This is an optimization exercise on Yosys and OpenROAD, whose aim is small area and a short achievable clock period, not a production implementation.
No run shown here included a check of the RTL's function; only the layout flow was run.
Power figures rest on the tool's default switching activity, not on a simulated workload.

[standard.sh]
#!/bin/bash
# synth_recipe.tcl (not shown) runs the flow's synth.tcl, then flattens the netlist and writes it again
# the make line also repeats each setting of config.mk as NAME=value (left out here)
make -C /OpenROAD-flow-scripts/flow DESIGN_CONFIG=/design/flow/config.mk WORK_HOME=/design/flow/orfs CLKGATE_MAP_FILE= SYNTH_SCRIPT=/design/flow/synth_recipe.tcl "${@:-finish}"
[design.v]
module valu (
	input			i_w8,		 
	input			i_t16,		 
	input			i_t32,		 
	input			i_inv,		 
	input			i_sum,		 
	input			i_cmp,		 
	input			i_signed,	 
	input			i_shr,		 
	input			i_shl,		 
	input	[63:0]	i_x,
	input	[63:0]	i_y,
	output	[63:0]	o_result
);
	genvar	i, c, k;
	function automatic bnd;
		input integer pos;
		input w8, t16, t32;
		begin
			if (pos % 64 == 0)		bnd = 1'b1;
			else if (pos % 32 == 0)	bnd = t32;
			else if (pos % 16 == 0)	bnd = t16;
			else					bnd = w8;
		end
	endfunction
	wire	[7:0]	lsb8;
	generate for (c = 0; c < 8; c = c + 1) begin : g_lsb
		assign lsb8[c] = bnd(8*c, i_w8, i_t16, i_t32);
	end endgenerate
	wire	[63:0]	p = i_x;
	wire	[63:0]	g = i_y;
	wire	[63:0]	pm, gm;
	generate for (i = 0; i < 64; i = i + 1) begin : g_pg
		if (i % 8 == 0) begin
			assign gm[i] = g[i];	 
			assign pm[i] = lsb8[i/8] ? 1'b0 : p[i];
		end else begin
			assign gm[i] = g[i];
			assign pm[i] = p[i];
		end
	end endgenerate
	wire	[63:0]	pg [0:6];
	wire	[63:0]	gg [0:6];
	assign	pg[0] = pm;
	assign	gg[0] = gm;
	generate for (k = 0; k < 6; k = k + 1) begin : g_pre
		for (i = 0; i < 64; i = i + 1) begin : g_b
			if ((i >> k) & 1) begin
				assign gg[k+1][i] = gg[k][i] | (pg[k][i] & gg[k][((i >> k) << k) - 1]);
				assign pg[k+1][i] = pg[k][i] & pg[k][((i >> k) << k) - 1];
			end else begin
				assign gg[k+1][i] = gg[k][i];
				assign pg[k+1][i] = pg[k][i];
			end
		end
	end endgenerate
	wire	[63:0]	co = gg[6];
	wire	[63:0]	cin;
	generate for (i = 0; i < 64; i = i + 1) begin : g_cin
		if (i == 0)				assign cin[i] = i_inv;
		else if (i % 8 == 0)	assign cin[i] = lsb8[i/8] ? i_inv : co[i-1];
		else					assign cin[i] = co[i-1];
	end endgenerate
	wire	[63:0]	sum = p ^ cin;
	wire	[7:0]	cmpv;
	generate for (c = 0; c < 8; c = c + 1) begin : g_cmpv
		assign cmpv[c] = (i_signed ? p[8*c+7] : 1'b1) ^ co[8*c+7];
	end endgenerate
	wire	[7:0]	cmpl;
	generate for (c = 0; c < 8; c = c + 1) begin : g_cmpl
		assign cmpl[c] = i_w8 ? cmpv[c] : i_t16 ? cmpv[c | 1] : i_t32 ? cmpv[c | 3] : cmpv[7];
	end endgenerate
	function integer lvl;
		input integer i, d;
		integer q;
		begin
			lvl = 0;
			for (q = i + 1; q <= i + d; q = q + 1) begin
				if (q % 64 == 0)					lvl = 4;
				else if (q % 32 == 0 && lvl < 3)	lvl = 3;
				else if (q % 16 == 0 && lvl < 2)	lvl = 2;
				else if (q % 8 == 0 && lvl < 1)		lvl = 1;
			end
		end
	endfunction
	wire	[63:0]	x [0:6];
	assign	x[0] = i_x;
	generate for (k = 0; k < 6; k = k + 1) begin : g_sh
		for (i = 0; i < 64; i = i + 1) begin : g_b
			wire	fill = i_y[8*(i/8)+7];
			wire	src;
			wire	crs;
			if (lvl(i, 1 << k) == 4)		assign crs = 1'b1;
			else if (lvl(i, 1 << k) == 3)	assign crs = i_t32;
			else if (lvl(i, 1 << k) == 2)	assign crs = i_t16;
			else if (lvl(i, 1 << k) == 1)	assign crs = i_w8;
			else							assign crs = 1'b0;
			if (i + (1 << k) >= 64)
				assign src = fill;
			else
				assign src = crs ? fill : x[k][i + (1 << k)];
			assign x[k+1][i] = i_y[8*(i/8)+k] ? src : x[k][i];
		end
	end endgenerate
	wire	[63:0]	shr = x[6];
	generate for (i = 0; i < 64; i = i + 1) begin : g_res
		wire	cmpbit = (i % 8 == 0) ? (lsb8[i/8] & cmpl[i/8]) : 1'b0;
		wire	nbig = i_y[8*(i/8)+6];
		wire	fill = i_y[8*(i/8)+7];
		assign o_result[i] =
			(i_sum & sum[i]) |
			(i_cmp & cmpbit) |
			(i_shr & nbig & shr[i]) |
			(i_shr & ~nbig & fill) |
			(i_shl & nbig & shr[63-i]);
	end endgenerate
endmodule
module valu_top #(
	parameter	VLEN	=	64
) (
	input				clk,
	input	[10:0]		i_sew,
	input	[5:0]		i_ctrl,
	input	[VLEN-1:0]	i_dataa,
	input	[VLEN-1:0]	i_datab,
	output	[VLEN-1:0]	o_result
);
	wire	[63:0]	x, y;
	wire			w8, t16, t32, inv, sum, cmp, signd, shr, shl;
	valu_dec dec (
		.i_sew		(i_sew),
		.i_ctrl		(i_ctrl),
		.i_dataa	(i_dataa),
		.i_datab	(i_datab),
		.o_x		(x),
		.o_y		(y),
		.o_w8		(w8),
		.o_t16		(t16),
		.o_t32		(t32),
		.o_inv		(inv),
		.o_sum		(sum),
		.o_cmp		(cmp),
		.o_signed	(signd),
		.o_shr		(shr),
		.o_shl		(shl)
	);
	reg		[63:0]	r_x, r_y;
	reg				r_w8, r_t16, r_t32;
	reg				r_inv, r_sum, r_cmp, r_signed, r_shr, r_shl;
	reg		[63:0]	r_result;
	wire	[63:0]	w_result;
	always @(posedge clk) begin
		r_x			<=	x;
		r_y			<=	y;
		r_w8		<=	w8;
		r_t16		<=	t16;
		r_t32		<=	t32;
		r_inv		<=	inv;
		r_sum		<=	sum;
		r_cmp		<=	cmp;
		r_signed	<=	signd;
		r_shr		<=	shr;
		r_shl		<=	shl;
		r_result	<=	w_result;
	end
	valu valu (
		.i_w8		(r_w8),
		.i_t16		(r_t16),
		.i_t32		(r_t32),
		.i_inv		(r_inv),
		.i_sum		(r_sum),
		.i_cmp		(r_cmp),
		.i_signed	(r_signed),
		.i_shr		(r_shr),
		.i_shl		(r_shl),
		.i_x		(r_x),
		.i_y		(r_y),
		.o_result	(w_result)
	);
	assign	o_result	=	r_result;
endmodule
module valu_dec (
	input	[10:0]	i_sew,
	input	[5:0]	i_ctrl,
	input	[63:0]	i_dataa,
	input	[63:0]	i_datab,
	output	[63:0]	o_x,
	output	[63:0]	o_y,
	output			o_w8,		 
	output			o_t16,		 
	output			o_t32,		 
	output			o_inv,		 
	output			o_sum,		 
	output			o_cmp,		 
	output			o_signed,	 
	output			o_shr,		 
	output			o_shl		 
);
	localparam	VAND	=	6'b000100,
				VOR		=	6'b000101,
				VXOR	=	6'b000110,
				VADD	=	6'b000000,
				VSUB	=	6'b000001,
				VSLT	=	6'b000010,
				VSLTU	=	6'b000011,
				VSLL	=	6'b011000,
				VSRL	=	6'b011001,
				VSRA	=	6'b011010;
	wire	[63:0]	a	=	i_dataa;
	wire	[63:0]	b	=	i_datab;
	wire	w8	=	(i_sew == 11'h008);
	wire	w16	=	(i_sew == 11'h010);
	wire	w32	=	(i_sew == 11'h020);
	wire	w64	=	(i_sew == 11'h040);
	wire	wok	=	w8 | w16 | w32 | w64;
	wire	d_and	=	wok & (i_ctrl == VAND);
	wire	d_or	=	wok & (i_ctrl == VOR);
	wire	d_xor	=	wok & (i_ctrl == VXOR);
	wire	d_add	=	wok & (i_ctrl == VADD);
	wire	d_sub	=	wok & (i_ctrl == VSUB);
	wire	d_slt	=	wok & (i_ctrl == VSLT);
	wire	d_sltu	=	wok & (i_ctrl == VSLTU);
	wire	d_sll	=	wok & (i_ctrl == VSLL);
	wire	d_srl	=	wok & (i_ctrl == VSRL);
	wire	d_sra	=	wok & (i_ctrl == VSRA);
	wire	d_inv	=	d_sub | d_slt | d_sltu;
	wire	d_arith	=	d_add | d_inv;
	wire	d_shift	=	d_sll | d_srl | d_sra;
	wire	d_pass	=	~(d_arith | d_and | d_or | d_xor | d_shift);
	genvar	c, k, i;
	wire	[5:0]	amt [0:7];		 
	wire	[7:0]	big;			 
	wire	[7:0]	sgn;			 
	generate for (c = 0; c < 8; c = c + 1) begin : g_amt
		for (k = 0; k < 6; k = k + 1) begin : g_k
			assign amt[c][k] =
				(k < 3 ? (w8 & b[8*c+k]) : 1'b0) |
				(k < 4 ? (w16 & b[16*(c/2)+k]) : 1'b0) |
				(k < 5 ? (w32 & b[32*(c/4)+k]) : 1'b0) |
				(w64 & b[k]);
		end
		assign big[c] = (w8 & (|b[8*c+3 +: 5])) | (w16 & (|b[16*(c/2)+4 +: 12])) |
						(w32 & (|b[32*(c/4)+5 +: 27])) | (w64 & (|b[63:6]));
		assign sgn[c] = (w8 & a[8*c+7]) | (w16 & a[16*(c/2)+15]) |
						(w32 & a[32*(c/4)+31]) | (w64 & a[63]);
	end endgenerate
	wire	[63:0]	shc;
	generate for (c = 0; c < 8; c = c + 1) begin : g_shc
		assign shc[8*c +: 6] = d_sll ? amt[7-c] : amt[c];
		assign shc[8*c+6] = ~big[c];
		assign shc[8*c+7] = d_sra & sgn[c];
	end endgenerate
	wire	[7:0]	lsb8;
	generate for (c = 0; c < 8; c = c + 1) begin : g_lsb
		if (c == 0)				assign lsb8[c] = 1'b1;
		else if (c % 4 == 0)	assign lsb8[c] = w8 | w16 | w32;
		else if (c % 2 == 0)	assign lsb8[c] = w8 | w16;
		else					assign lsb8[c] = w8;
	end endgenerate
	wire	[3:0]	tx	=	({4{d_add | d_xor}} & 4'b0110) |
							({4{d_inv}} & 4'b1001) |
							({4{d_or}} & 4'b1110) |
							({4{d_and}} & 4'b1000) |
							({4{d_pass | d_srl | d_sra}} & 4'b1100);
	wire	[3:0]	ty	=	({4{d_add}} & 4'b1000) | ({4{d_inv}} & 4'b0100);
	wire	[3:0]	tyl	=	({4{d_add}} & 4'b1000) | ({4{d_inv}} & 4'b1101);
	wire	[63:0]	x, y;
	generate for (i = 0; i < 64; i = i + 1) begin : g_xy
		wire	[3:0]	tyi = (i % 8 == 0) ? (lsb8[i/8] ? tyl : ty) : ty;
		assign x[i] = d_sll ? a[63-i] : tx[{a[i], b[i]}];
		assign y[i] = d_shift ? shc[i] : tyi[{a[i], b[i]}];
	end endgenerate
	assign	o_x			=	x;
	assign	o_y			=	y;
	assign	o_w8		=	w8;
	assign	o_t16		=	w8 | w16;
	assign	o_t32		=	w8 | w16 | w32;
	assign	o_inv		=	d_inv;
	assign	o_sum		=	~(d_shift | d_slt | d_sltu);
	assign	o_cmp		=	d_slt | d_sltu;
	assign	o_signed	=	d_slt;
	assign	o_shr		=	d_srl | d_sra;
	assign	o_shl		=	d_sll;
endmodule
[constraint.sdc]
create_clock -name core_clock -period 9.0 [get_ports {clk}]
set_input_delay 1.8000 -clock core_clock [delete_from_list [all_inputs] [get_ports {clk}]]
set_output_delay 1.8000 -clock core_clock [all_outputs]
set_load 0.01 [all_outputs]
[config.mk]
export PLATFORM = sky130hd
export DESIGN_NAME = valu_top
export DESIGN_NICKNAME = valu_top
export VERILOG_FILES = /design/flow/design.v
export SDC_FILE = /design/flow/constraint.sdc
export NUM_CORES = 8
export LEC_CHECK = 0
export ABC_AREA = 1
export CAP_MARGIN = 40
export CORE_MARGIN = 2
export CORE_UTILIZATION = 50
export PLACE_DENSITY = 0.6
export SLEW_MARGIN = 40
export SYNTH_HIERARCHICAL = 1
[flow/run.sh]
#!/bin/bash
set -euo pipefail
cd "$(dirname "$0")/.."
bash standard.sh SETUP_SLACK_MARGIN=6 \
	"BUFFER_PORTS_ARGS=-buffer_cell sky130_fd_sc_hd__buf_2" \
	finish > standard.log 2>&1
==> run_results.csv, run 1 <==
group,metric,value,unit
die,ios,210,
synthesis,ys_async_sr_fraction,0,%
clocking,hold_buffers,0,
placed_design,placed_cells_incl_taps,4288,
synthesis,syn_nets,3838,
die,initial_core_util,50.96,%
synthesis,synth_common_cells,"1442 x nand2_1, 619 x nand3_1, 339 x inv_1, 220 x o21ai_0, 201 x dfxtp_1",
run_status,error,"[ERROR GRT-0232] Routing congestion too high. Check the congestion heatmap in the GUI.",
run_status,stop_stage,"global routing (5_1_grt)",
clocking,cts.sink_count,201,
run_status,outcome,"aborted with a tool error",
synthesis,synth_most_common_cell,"nand2_1",
synthesis,synth_top_area_share,27.29,%
global_route,grt.total_usage,71.01,%
synthesis,yosys_warnings,9,
synthesis,seq_area_frac_synth,20.29,%
global_route,grt_start_max_net_pins,65,
clocking,cts_made_buffers,23,
placed_design,gp_congestion,1.196,
clocking,clk_path_buf_depth,3,
clocking,cts_root_buf,"clkbuf_16",
die,die_w,203.2,um
synthesis,synthTopCellsByArea,"nand2_1 27%, dfxtp_1 20%, nand3_1 16%",
placed_design,port_buffers,209,
die,num_rows,72,
synthesis,yosys.area.top_type,"nand2_1",
global_route,grt_antenna_before_repair,24,
synthesis,avgSynthCellArea,5.376,um^2
synthesis,synth_flop_cell,"dfxtp_1",
placed_design,dp_hpwl,78.35,mm
die,fp.dieH,203.2,um
synthesis,synth.distinct_cells,62,
synthesis,ys_ff_latch,201,
sta,crit_endpoint,"r_x[29]$_DFF_P_/D",
synthesis,synth_cells,3689,
placed_design,place_area,0.02100,mm^2
synthesis,synth_edf_count,0,
global_route,gr-total-overflow,7,
clocking,h-tree-depth,1,
sta,worst-ep-kind,"sequential cell input",
synthesis,syn-cell-area,0.01983,mm^2
per-layer routing:
metal	global-route usage [%]	overflow
met1	72.34	0
met2	86.19	4
met3	59.06	0
met4	62.30	3
met5	35.95	0
cells by family after synthesis:
family	Yosys count	share of synthesized area (%)
flip-flops	201	20.29
AO/OA/AOI/OAI	504	14.35
adder cells (fa/ha/maj)	3	0.1893
multiplexers	3	0.1514
AND/OR/NAND/NOR	2452	53.90
XOR/XNOR	4	0.1767
buffers and inverters	522	10.95
how the worst max path moves through the flow:
stage / slack [ns] / cells after the start / end
after CTS: 5.99 / 12 / r_x[5]
after detailed placement: 4.06 / 15 / r_x[5]
after global placement: 4.21 / 15 / r_x[60]
after floorplan: 5.79 / 14 / r_x[10]
Yosys stat by module, one instance, submodules excluded:
module    cells  copies in the design  flip-flops and latches
valu_dec   1350                     1                       0
valu       2138                     1                       0
valu_top    201                     1                     201
stage by stage:
stage	power (mW)	worst slack (ns)	hold WS, ns	util (%)
2_1_floorplan	1.158	5.789	0.5137	-
3_3_place_gp	1.349	4.211	0.6213	53.92
3_5_place_dp	1.355	4.062	0.6235	53.95
4_1_cts	2.280	5.991	0.6282	58.57
power by group through the flow:
stage / logic, mW / registers (mW) / clock network (mW)
2_1_floorplan: 0.190 / 0.968 / 0
3_5_place_dp: 0.376 / 0.979 / 0
3_3_place_gp: 0.371 / 0.978 / 0
4_1_cts: 0.384 / 0.959 / 0.937
timing repair:
| action | in CTS |
|---|---|
| setup endpoints to repair | 139 |
| setup buffers | 30 |
| pin swaps | 23 |
| gates resized for setup | 114 |
| endpoints found under the hold margin | 0 |
| cloned | 17 |
==> inputs of run 2 (changes only) <==
--- a/design.v
+++ b/design.v
@@ -71,15 +71,15 @@
 		assign cmpl[c] = i_w8 ? cmpv[c] : i_t16 ? cmpv[c | 1] : i_t32 ? cmpv[c | 3] : cmpv[7];
 	end endgenerate
 	function integer lvl;
-		input integer i, d;
+		input integer i, k;
 		integer q;
 		begin
 			lvl = 0;
-			for (q = i + 1; q <= i + d; q = q + 1) begin
-				if (q % 64 == 0)					lvl = 4;
-				else if (q % 32 == 0 && lvl < 3)	lvl = 3;
-				else if (q % 16 == 0 && lvl < 2)	lvl = 2;
-				else if (q % 8 == 0 && lvl < 1)		lvl = 1;
+			for (q = i + 1; q <= i + (1 << k); q = q + 1) begin
+				if (q % 64 == 0)							lvl = 4;
+				else if (q % 32 == 0 && k < 5 && lvl < 3)	lvl = 3;
+				else if (q % 16 == 0 && k < 4 && lvl < 2)	lvl = 2;
+				else if (q % 8 == 0 && k < 3 && lvl < 1)	lvl = 1;
 			end
 		end
 	endfunction
@@ -90,10 +90,10 @@
 			wire	fill = i_y[8*(i/8)+7];
 			wire	src;
 			wire	crs;
-			if (lvl(i, 1 << k) == 4)		assign crs = 1'b1;
-			else if (lvl(i, 1 << k) == 3)	assign crs = i_t32;
-			else if (lvl(i, 1 << k) == 2)	assign crs = i_t16;
-			else if (lvl(i, 1 << k) == 1)	assign crs = i_w8;
+			if (lvl(i, k) == 4)		assign crs = 1'b1;
+			else if (lvl(i, k) == 3)	assign crs = i_t32;
+			else if (lvl(i, k) == 2)	assign crs = i_t16;
+			else if (lvl(i, k) == 1)	assign crs = i_w8;
 			else							assign crs = 1'b0;
 			if (i + (1 << k) >= 64)
 				assign src = fill;
--- a/config.mk
+++ b/config.mk
@@ -8,7 +8,7 @@
 export ABC_AREA = 1
 export CAP_MARGIN = 40
 export CORE_MARGIN = 2
-export CORE_UTILIZATION = 50
-export PLACE_DENSITY = 0.6
+export CORE_UTILIZATION = 40
+export PLACE_DENSITY = 0.5
 export SLEW_MARGIN = 40
 export SYNTH_HIERARCHICAL = 1
==> run 2 against run 1 <==
The run now finishes clean. Synthesized cell count fell by 8.3%. Area after synthesis shrank 7.5%.
==> run_results.csv, run 2 <==
group,metric,value,unit
run_status,outcome,"finished clean",
die,num_rows,78,
route,dr.max_layer_used,"met5",
synthesis,synth_top_area_share,24.55,%
synthesis,seq_area_frac_synth,21.93,%
sta,period_needed,3.443,ns
route,drt_iter0_markers,3708,
power_and_ir_drop,power_density,97.53,mW/mm^2
sta,clock_skew,0.01659,ns
synthesis,yosys_warnings,9,
cells_and_area,final_cells,4289,
synthesis,ys_ff_latch,201,
sta,setup_viol,0,
synthesis,synth_flop_cell,"dfxtp_1",
global_route,grt_start_max_net_pins,43,
cells_and_area,layout_common_cells,"1141 x nand2_1, 450 x nand3_1, 304 x inv_1, 230 x nor2_1, 211 x o21ai_0",
sta,fin_tns_setup,0,ns
power_and_ir_drop,ir_drop,147.2,uV
route,dr_wl_met3,13.33,mm
cells_and_area,top_regs,"r_result (64), r_x (64), r_y (64)",
clocking,cts_made_buffers,23,
sta,hold_viol,0,
setup_path,cp.arrival,3.92,ns
sta,slew_headroom,44.05,%
die,fp.dieH,218.2,um
clocking,cts_root_buf,"clkbuf_16",
synthesis,avgSynthCellArea,5.424,um^2
route,drc,0,
global_route,gr-total-overflow,0,
cells_and_area,nets,3822,
sta,rsz0062_at_grt,"true",
placed_design,gp_congestion,1.070,
route,postRouteAntennaNets,0,
synthesis,synthTopCellsByArea,"nand2_1 25%, dfxtp_1 22%, nand3_1 14%",
synthesis,synth_edf_count,0,
global_route,grt_antenna_before_repair,3,
sta,fin_hold_ws,0.6652,ns
placed_design,port_buffers,209,
setup_path,crit_path_max_fanout,5,
die,initial_core_util,40.51,%
clocking,clk_pin_slew,0.06,ns
clocking,cts_tree,"built",
die,die_w,218.2,um
cells_and_area,final_common_cell,"nand2_1",
synthesis,syn_nets,3531,
sta,slew_violations,0,
cells_and_area,area_growth,31.48,%
route,viasPerCell,6.038,
synthesis,synth_cells,3382,
setup_path,startpoint,"i_datab[7]",
sta,fin_crit_sh,38.26,%
cells_and_area,nFillCells,4708,
clocking,clock_latency,0.56,ns
global_route,grt_pass1_wl,148.9,mm
global_route,grt.total_usage,42.31,%
route,drt-pass1-iter-count,9,
synthesis,ys_async_sr_fraction,0,%
route,route.met2.wl,45.67,mm
hold_path,hold_start,"r_x[3]",
route,wl,109.7,mm
synthesis,synth_most_common_cell,"nand2_1",
die,die_area,0.04759,mm^2
cells_and_area,drive_above_1_share,20.80,%
route,drt-met1-wl,40.58,mm
hold_path,hold_path.class,"reg2reg",
setup_path,end_kind,"flip-flop",
setup_path,r2r-start,"r_t32",
setup_path,cp.required,9.48,ns
die,ios,210,
synthesis,syn-cell-area,0.01835,mm^2
die,core_region_area,0.04528,mm^2
synthesis,synth.distinct_cells,64,
clocking,clk_path_buf_depth,3,
setup_path,critical_path_class,"in2reg",
clocking,h-tree-depth,1,
placed_design,dp_hpwl,78.52,mm
setup_path,start_kind,"primary input",
sta,max_freq,290.4,MHz
sta,tightest_slew,0.8329,ns
placed_design,placed_cells_incl_taps,4102,
route,wire_per_inst,25.58,um
global_route,grt_pass1_vias,23228,
synthesis,yosys.area.top_type,"nand2_1",
synthesis,synth_common_cells,"1200 x nand2_1, 522 x nand3_1, 327 x inv_1, 297 x o21ai_0, 256 x nor2_1",
job,drv_cap,0,
route,via_count,25896,
clocking,cts.sink_count,201,
power_and_ir_drop,p_leak,12.09,nW
[run 2: cell types whose count changed after synthesis, moves of 11 or more]
cell,delta
nand4_1,-57
o21ai_1,-20
nand2_1,-242
nand2_2,-15
nor2_1,+90
buf_2,-12
inv_1,-12
nand3_1,-97
clkbuf_1,-23
o211ai_1,+11
o21ai_0,+77
[run 2: timing repair]
| action | in CTS | in global routing |
|---|---|---|
| hold buffers | 0 | 0 |
| resized for setup | 192 | 344 |
| endpoints found under the setup margin | 138 | 143 |
| gates cloned | 18 | 17 |
| pin swaps | 60 | 113 |
| buffers inserted | 55 | 56 |
[run 2: power breakdown]
part	switching, mW	internal [mW]	leakage [nW]	total [mW]
Sequential	0.0408	0.922	1.67	0.963
Combinational	0.286	0.127	10.1	0.413
Clock	0.413	0.564	0.362	0.977
[run 2: area by class of cell]
class	instances	area [um^2]	area share [%]
multi-input combinational	2712	13800	57.21
sequential	201	4029	16.70
inverter	371	1565	6.489
antenna	2	5.005	0.02075
timing repair inverter	5	115.1	0.4772
clock inverter	9	105.1	0.4357
tap	600	750.7	3.112
timing repair buffer	359	3099	12.85
clock buffer	30	651.9	2.703
[run 2: critical path, cell delays in order]
cell and delay (ns):
buf_2 0.12, inv_1 0.16, nand2_1 0.17, nor4_2 0.59
nand3_1 0.16, nand2_1 0.10, nand2_1 0.25, nor2_2 0.24
nand2_2 0.18, nand2_1 0.16
[run 2: per-stage QoR]
step                      setup slack [ns]  cell area, um^2  total power, mW  utilization (%)
after floorplan                      5.862            18460            1.145                -
after global placement               4.481            19810            1.331            43.74
after detailed placement             4.426            19840            1.334            43.81
after CTS                            5.924            22150            2.309            48.91
after global routing                 5.611            24120            2.416            53.25
final                                5.557            24120            2.353            53.27
[run 2: layer usage]
metal  track usage, %  vias to the layer above
li1                 -                    11730
met1            53.99                    11636
met2            64.39                     1947
met3            7.724                      581
met4            29.59                        2
met5                0                        -
[run 2: logic make-up (layout without fill, tap and decap cells)]
kind of cell	after synthesis	after routing	share of synthesized area [%]
other	0	2	0
XOR/XNOR	4	4	0.1910
AO/OA/AOI/OAI	571	571	17.38
multiplexers	3	3	0.1637
flip-flops	201	201	21.93
adder cells (fa/ha/maj)	3	3	0.2046
AND/OR/NAND/NOR	2123	2131	49.50
buffers and inverters	477	774	10.63
[run 2: final timing paths]
path | end | slack [ns] | depth (start not counted)
hold reg to reg | r_result[3] | 0.67 | 3
hold / removal | r_result[3] | 0.67 | 3
setup reg to reg | r_result[52] | 6.16 | 14
setup / recovery | r_y[6] | 5.56 | 10
[run 2: per-module statistics from Yosys (local to each module, per instance)]
module / cells / cell area, um^2 / flip-flops and latches
valu_top: 201 / 4024 / 201
valu_dec: 1234 / 5544 / 0
valu: 1947 / 8777 / 0

[afterwards: timing with drivers on the ports]
Ports are ideal in the flow. The routed layout listed here was re-timed in OpenROAD.
Step 1 sets driving cells, clkbuf_16 on the clock port and buf_2 on the other inputs (assumed; they add their load-dependent delay and slew).
Step 2 moves the port delays by t, midway between the first and last clock arrival at a register: inputs arrive t later, outputs are due t later. That takes back most of the time a late clock gives input paths.
Slacks: ideal / step 1 / step 2; pairs: ideal / step 1.
run: run 2
shift t [ns]: 0.611
slack for setup (ns): 5.557 / 5.597 / 4.986
worst slew at a driven data input, ns: 0.11
pins driven straight from the clock port: 1
After both steps run 2 still meets setup and hold. For run 2, drivers alone change the setup slack by +0.040 ns; drivers and shift together by -0.571 ns.
